This is an optimization exercise on Yosys and OpenROAD, whose aim is small area, not a production implementation. Function was checked by simulation only, so behaviour that the tests miss may differ from the original. The clock port is modelled as an ideal driver; clocking choices that lean on that would not hold on a real chip.

## boron_top
module boron_top (clk, plain_txt, key_in, cipher_txt, select, count1, reset);
input [63:0] plain_txt;
input [127:0] key_in;
input clk, select, reset;
output [63:0] cipher_txt;
output [4:0] count1;
reg [63:0] state_n;
reg [127:0] key;
wire [4:0] count;
wire ns;
wire [63:0] si, so, x;
wire [63:0] nstate_n;
wire [127:0] s, nkey;
wire [15:0] t1, t2;
assign count1 = count;
counter c2 (clk, reset, count);
c_clkinv u_ns (.A(select), .Y(ns));
always @(posedge clk) begin
  state_n <= nstate_n;
  key <= nkey;
end
c_xnor2 u_si0 (.A(state_n[0]), .B(key[0]), .Y(si[0]));
c_xnor2 u_si1 (.A(state_n[1]), .B(key[1]), .Y(si[1]));
c_xnor2 u_si2 (.A(state_n[2]), .B(key[2]), .Y(si[2]));
c_xnor2 u_si3 (.A(state_n[3]), .B(key[3]), .Y(si[3]));
c_xnor2 u_si4 (.A(state_n[4]), .B(key[4]), .Y(si[4]));
c_xnor2 u_si5 (.A(state_n[5]), .B(key[5]), .Y(si[5]));
c_xnor2 u_si6 (.A(state_n[6]), .B(key[6]), .Y(si[6]));
c_xnor2 u_si7 (.A(state_n[7]), .B(key[7]), .Y(si[7]));
c_xnor2 u_si8 (.A(state_n[8]), .B(key[8]), .Y(si[8]));
c_xnor2 u_si9 (.A(state_n[9]), .B(key[9]), .Y(si[9]));
c_xnor2 u_si10 (.A(state_n[10]), .B(key[10]), .Y(si[10]));
c_xnor2 u_si11 (.A(state_n[11]), .B(key[11]), .Y(si[11]));
c_xnor2 u_si12 (.A(state_n[12]), .B(key[12]), .Y(si[12]));
c_xnor2 u_si13 (.A(state_n[13]), .B(key[13]), .Y(si[13]));
c_xnor2 u_si14 (.A(state_n[14]), .B(key[14]), .Y(si[14]));
c_xnor2 u_si15 (.A(state_n[15]), .B(key[15]), .Y(si[15]));
c_xnor2 u_si16 (.A(state_n[16]), .B(key[16]), .Y(si[16]));
c_xnor2 u_si17 (.A(state_n[17]), .B(key[17]), .Y(si[17]));
c_xnor2 u_si18 (.A(state_n[18]), .B(key[18]), .Y(si[18]));
c_xnor2 u_si19 (.A(state_n[19]), .B(key[19]), .Y(si[19]));
c_xnor2 u_si20 (.A(state_n[20]), .B(key[20]), .Y(si[20]));
c_xnor2 u_si21 (.A(state_n[21]), .B(key[21]), .Y(si[21]));
c_xnor2 u_si22 (.A(state_n[22]), .B(key[22]), .Y(si[22]));
c_xnor2 u_si23 (.A(state_n[23]), .B(key[23]), .Y(si[23]));
c_xnor2 u_si24 (.A(state_n[24]), .B(key[24]), .Y(si[24]));
c_xnor2 u_si25 (.A(state_n[25]), .B(key[25]), .Y(si[25]));
c_xnor2 u_si26 (.A(state_n[26]), .B(key[26]), .Y(si[26]));
c_xnor2 u_si27 (.A(state_n[27]), .B(key[27]), .Y(si[27]));
  ...
Settings: LEC_CHECK=0, CAP_MARGIN=20, CORE_MARGIN=2, CORE_UTILIZATION=70, SLEW_MARGIN=20, SYNTH_HIERARCHICAL=1; clock period 5.0 ns.
standard.sh (not shown) runs the stock make flow with config.mk's settings and CLKGATE_MAP_FILE= SYNTH_SCRIPT=/design/flow/synth_recipe.tcl, a recipe that flattens the netlist after the stock synthesis.
==> flow/flow/run.sh <==
#!/bin/bash
# Own layout flow: the standard synthesis, then the standard ORFS steps with
# smaller port buffers, synthesis buffers removed, every cell first downsized to
# its smallest drive strength, and a clock tree of small buffers,
# shrunk after CTS while the flip-flop clock slew stays low.
set -euo pipefail
cd "$(dirname "$0")/.."
F=$PWD/flow
bash standard.sh synth > synth.log 2>&1
bash standard.sh \
  REMOVE_ABC_BUFFERS=1 \
  POST_FLOORPLAN_TCL=$F/post_floorplan.tcl \
  POST_CTS_TCL=$F/post_cts.tcl \
  BUFFER_PORTS_ARGS="-buffer_cell sky130_fd_sc_hd__buf_1" \
  CTS_ARGS="-sink_clustering_enable -repair_clock_nets -dont_use_dummy_load -buf_list sky130_fd_sc_hd__clkbuf_8" \
  finish > layout.log 2>&1
==> flow/flow/post_cts.tcl <==
proc my_max_clk_slew {} {
  set m 0.0
  foreach p [get_pins -hierarchical */CLK] {
    set s [get_property $p slew_max]
    if { $s > $m } { set m $s }
  }
  return $m
}
proc my_shrink_clock_buffers { limit } {
  estimate_parasitics -placement
  puts "my_shrink_clock_buffers: start max clk slew [my_max_clk_slew]"
  foreach to {sky130_fd_sc_hd__clkbuf_4 sky130_fd_sc_hd__clkbuf_2} {
    foreach inst [get_cells *] {
      set from [get_name [get_lib_cells -of_objects $inst]]
      if { ![string match sky130_fd_sc_hd__clkbuf_* $from] } { continue }
      if { $from eq $to } { continue }
      if { [get_property [get_lib_cells $from] area] <= [get_property [get_lib_cells $to] area] } { continue }
      replace_cell $inst $to
      estimate_parasitics -placement
      if { [my_max_clk_slew] > $limit } {
        replace_cell $inst $from
        estimate_parasitics -placement
      } else {
        puts "my_shrink_clock_buffers: [get_name $inst] $from -> $to"
      }
    }
  }
  puts "my_shrink_clock_buffers: end max clk slew [my_max_clk_slew]"
}
my_shrink_clock_buffers 0.105
Other scripts of this flow, unchanged in this note and not shown: flow/flow/downsize.tcl, flow/flow/post_floorplan.tcl
The baseline failed in clock tree synthesis.
Then changed:
--- a/flow/flow/run.sh
+++ b/flow/flow/run.sh
@@ -3,4 +3,3 @@
 # smaller port buffers, synthesis buffers removed, every cell first downsized to
-# its smallest drive strength, and a clock tree of small buffers,
-# shrunk after CTS while the flip-flop clock slew stays low.
+# its smallest drive strength, and a clock tree of small buffers.
 set -euo pipefail
@@ -12,3 +11,2 @@
   POST_FLOORPLAN_TCL=$F/post_floorplan.tcl \
-  POST_CTS_TCL=$F/post_cts.tcl \
   BUFFER_PORTS_ARGS="-buffer_cell sky130_fd_sc_hd__buf_1" \
removed: flow/flow/post_cts.tcl
This time the run ran to the end with no violations.
Area after synthesis stays the same.
Synthesized cell count is unchanged.
Then changed:
--- a/flow/flow/run.sh
+++ b/flow/flow/run.sh
@@ -3,3 +3,4 @@
 # smaller port buffers, synthesis buffers removed, every cell first downsized to
-# its smallest drive strength, and a clock tree of small buffers.
+# its smallest drive strength, and a clock tree of small buffers,
+# shrunk after CTS while the flip-flop clock slew stays low.
 set -euo pipefail
@@ -11,2 +12,3 @@
   POST_FLOORPLAN_TCL=$F/post_floorplan.tcl \
+  POST_CTS_TCL=$F/post_cts.tcl \
   BUFFER_PORTS_ARGS="-buffer_cell sky130_fd_sc_hd__buf_1" \
==> flow/flow/post_cts.tcl (new file) <==
proc my_max_clk_slew {} {
  set m 0.0
  foreach p [get_pins -hierarchical */CLK] {
    set s [get_property $p slew_max]
    if { $s > $m } { set m $s }
  }
  return $m
}
proc my_shrink_clock_buffers { limit } {
  estimate_parasitics -placement
  puts "my_shrink_clock_buffers: start max clk slew [my_max_clk_slew]"
  foreach to {sky130_fd_sc_hd__clkbuf_4 sky130_fd_sc_hd__clkbuf_2} {
    foreach inst [get_cells *] {
      set from [get_name [get_lib_cells -of_objects $inst]]
      if { ![string match sky130_fd_sc_hd__clkbuf_* $from] } { continue }
      if { $from eq $to } { continue }
      if { [get_property [get_lib_cells */$from] area] <= [get_property [get_lib_cells */$to] area] } { continue }
      replace_cell $inst $to
      estimate_parasitics -placement
      if { [my_max_clk_slew] > $limit } {
        replace_cell $inst $from
        estimate_parasitics -placement
      } else {
        puts "my_shrink_clock_buffers: [get_name $inst] $from -> $to"
      }
    }
  }
  puts "my_shrink_clock_buffers: end max clk slew [my_max_clk_slew]"
}
my_shrink_clock_buffers 0.105
After rerunning: The new run stopped in clock tree synthesis with STA-2204; area after synthesis stays the same; synthesized cell count is unchanged.
Then changed:
--- a/flow/flow/post_cts.tcl
+++ b/flow/flow/post_cts.tcl
@@ -13,6 +13,8 @@
     foreach inst [get_cells *] {
-      set from [get_name [get_lib_cells -of_objects $inst]]
+      # only the buffers CTS made (named clkbuf_*), not port or repair buffers
+      if { ![string match clkbuf_* [get_name $inst]] } { continue }
+      set from [get_property $inst ref_name]
       if { ![string match sky130_fd_sc_hd__clkbuf_* $from] } { continue }
       if { $from eq $to } { continue }
-      if { [get_property [get_lib_cells */$from] area] <= [get_property [get_lib_cells */$to] area] } { continue }
+      if { [get_property [get_lib_cells $from] area] <= [get_property [get_lib_cells $to] area] } { continue }
       replace_cell $inst $to
@@ -29,2 +31,2 @@
 }
-my_shrink_clock_buffers 0.105
+my_shrink_clock_buffers 0.118
Outcome:
- The changed run completed with no timing, DRC or antenna violations
- synthesized area is unchanged
- synthesized cell count is unchanged

[port drivers added, routing unchanged]
The results above use ideal ports. As a check the final layouts listed here were re-extracted and re-timed, cells and wires unchanged. Step 1: set_driving_cell puts a clkbuf_16 on clk and a buf_2 on each other input, an assumption about the parent block. Step 2, shift: input delay + t, output delay - t, t = (earliest + latest rising clock arrival at the registers) / 2. This alone moves slack from input paths to output paths. a / b / c = ideal ports / drivers / drivers and shift; a / b = the first two.
| run | t (ns) | setup slack, ns | clock arrival spread, ns |
|---|---|---|---|
| the second run | 0.491 | 2.407 / 2.426 / 1.934 | 0.033 / 0.033 |
| the fourth run | 0.625 | 2.281 / 2.243 / 1.957 | 0.040 / 0.040 |
After both steps setup and hold are still met in every run listed. The setup slack of the second run, which loses most, moves by +0.019 ns with the drivers and by -0.473 ns with both steps.
